What follows belongs to an exercise in optimizing a design on an open flow for small area; a production flow would make more cautious choices.
In this exercise RTL edits were held to simulation tests only and were not proved equivalent to the original.

==> run P <==
// dna_deletion_decoder
module dna_deletion_decoder(clk, rst, word_in, reverse_needed, word_out);
  input clk;
  wire clk;
  input rst;
  wire rst;
  input [61:0] word_in;
  wire [61:0] word_in;
  input reverse_needed;
  wire reverse_needed;
  output [63:0] word_out;
  wire [63:0] word_out;
  wire _0000_;
  wire _0001_;
  wire _0002_;
  wire _0003_;
  wire _0004_;
  wire _0005_;
  wire _0006_;
  wire _0007_;
  wire _0008_;
  wire _0009_;
  wire _0010_;
  wire _0011_;
  wire _0012_;
  wire _0013_;
  wire _0014_;
  wire _0015_;
  wire _0016_;
  wire _0017_;
  wire _0018_;
  wire _0019_;
  wire _0020_;
  wire _0021_;
  wire _0022_;
  wire _0023_;
  wire _0024_;
  wire _0025_;
  wire _0026_;
  wire _0027_;
  wire _0028_;
  wire _0029_;
  wire _0030_;
  wire _0031_;
  wire _0032_;
  wire _0033_;
  wire _0034_;
  wire _0035_;
  wire _0036_;
  wire _0037_;
  wire _0038_;
  wire _0039_;
  wire _0040_;
  wire _0041_;
  wire _0042_;
  wire _0043_;
  wire _0044_;
  wire _0045_;
  wire _0046_;
  wire _0047_;
  wire _0048_;
  wire _0049_;
  ...
Settings: LEC_CHECK=0, CAP_MARGIN=20, CORE_MARGIN=2, CORE_UTILIZATION=40, GPL_TIMING_DRIVEN=0, SLEW_MARGIN=20; clock period 240.0 ns.
standard.sh (not shown) runs the stock make flow with config.mk's settings and CLKGATE_MAP_FILE= SYNTH_SCRIPT=/design/flow/synth_recipe.tcl, a recipe that flattens the netlist after the stock synthesis.
==> flow/flow/run.sh <==
#!/bin/bash
set -euo pipefail
cd "$(dirname "$0")/.."
W=$PWD
RES=$W/orfs/results/${FLOW_PLATFORM:-sky130hd}/dna_deletion_decoder/base
YOSYS=yosys
if [[ -x $FLOW_HOME/../tools/install/yosys/bin/yosys ]]; then
  YOSYS=$FLOW_HOME/../tools/install/yosys/bin/yosys
fi

# 1. the standard synthesis (kept for reference)
bash standard.sh synth > flow_1_standard_synth.log 2>&1
cp "$RES/1_2_yosys.v" flow_standard_netlist.v

# 2. the RTL's cells as the platform's cells
$YOSYS -c flow/netlist.tcl > flow_2_netlist.log 2>&1
if grep -oE '\\[^ ]+' netlist.v | grep -q '[/:]'; then
  echo "netlist has names with / or :" >&2
  exit 1
fi
cp netlist.v "$RES/1_2_yosys.v"
rm -f "$RES/1_synth.odb"
bash standard.sh synth > flow_3_synth_odb.log 2>&1

# 3. the standard layout, port buffers of buf_1
bash standard.sh "BUFFER_PORTS_ARGS=-buffer_cell sky130_fd_sc_hd__buf_1" finish > flow_4_layout.log 2>&1
test -s out/final.def
==> flow/flow/netlist.tcl <==
# Reads the RTL (a netlist of cell_X modules) and makes every cell_X
# instance the platform cell sky130_fd_sc_hd__X, whose function cell_X
# copies.  Writes netlist.v.
yosys -import
set lib $::env(FLOW_HOME)/platforms/sky130hd/lib/sky130_fd_sc_hd__tt_025C_1v80.lib
set top $::env(FLOW_TOP)
read_liberty -lib $lib
read_verilog -sv $::env(FLOW_DESIGN)
hierarchy -check -top $top
set f [open $::env(FLOW_DESIGN) r]
set text [read $f]
close $f
foreach m [lsort -unique [regexp -all -inline {\mcell_[A-Za-z0-9_]+} $text]] {
  set c [string range $m 5 end]
  chtype -map $m sky130_fd_sc_hd__$c
}
hierarchy -top $top
opt_clean
check -assert -mapped
tee -o netlist_stat.txt stat -liberty $lib
write_verilog -noattr -nohex -nodec netlist.v
==> run X (differences from run P) <==
--- a/flow/config.mk
+++ b/flow/config.mk
@@ -6,7 +6,7 @@
 export NUM_CORES = 4
 export LEC_CHECK = 0
-export CAP_MARGIN = 20
+export CAP_MARGIN = 0
 export CORE_MARGIN = 2
 export CORE_UTILIZATION = 40
 export GPL_TIMING_DRIVEN = 0
-export SLEW_MARGIN = 20
+export SLEW_MARGIN = 0
==> qor summary <==
Result of the run: run P complete, no violations; run X complete, no violations
Wire length on met1: run P 10.3 mm; run X 10.3 mm
Maximum clock frequency: run P 8.47 MHz; run X 8.46 MHz
Wire length of the first global-routing pass: run P 34.1 mm; run X 34.0 mm
GR Layer Usage met2: run P 0.408; run X 0.411
Worst slack at placement: run P 122.10 ns; run X 121.84 ns
Half-perimeter wire length of the detailed placement result: run P 18.7 mm; run X 18.6 mm
Signal buf overhead: run P 0.0749; run X 0.0691
Avg WL per Cell: run P 18.2 µm; run X 18.2 µm
DR WL met3: run P 1.25 mm; run X 1.34 mm
Total via count in the routed design: run P 7054; run X 6972
Fin nets: run P 1184; run X 1182
Filler Cells Inserted: run P 1679; run X 1672
Final cell utilization of the core: run P 0.456; run X 0.453
Post-detailed-placement cell area: run P 0.00717 mm²; run X 0.00711 mm²
GR met3 Demand/Resource: run P 0.0217; run X 0.0283
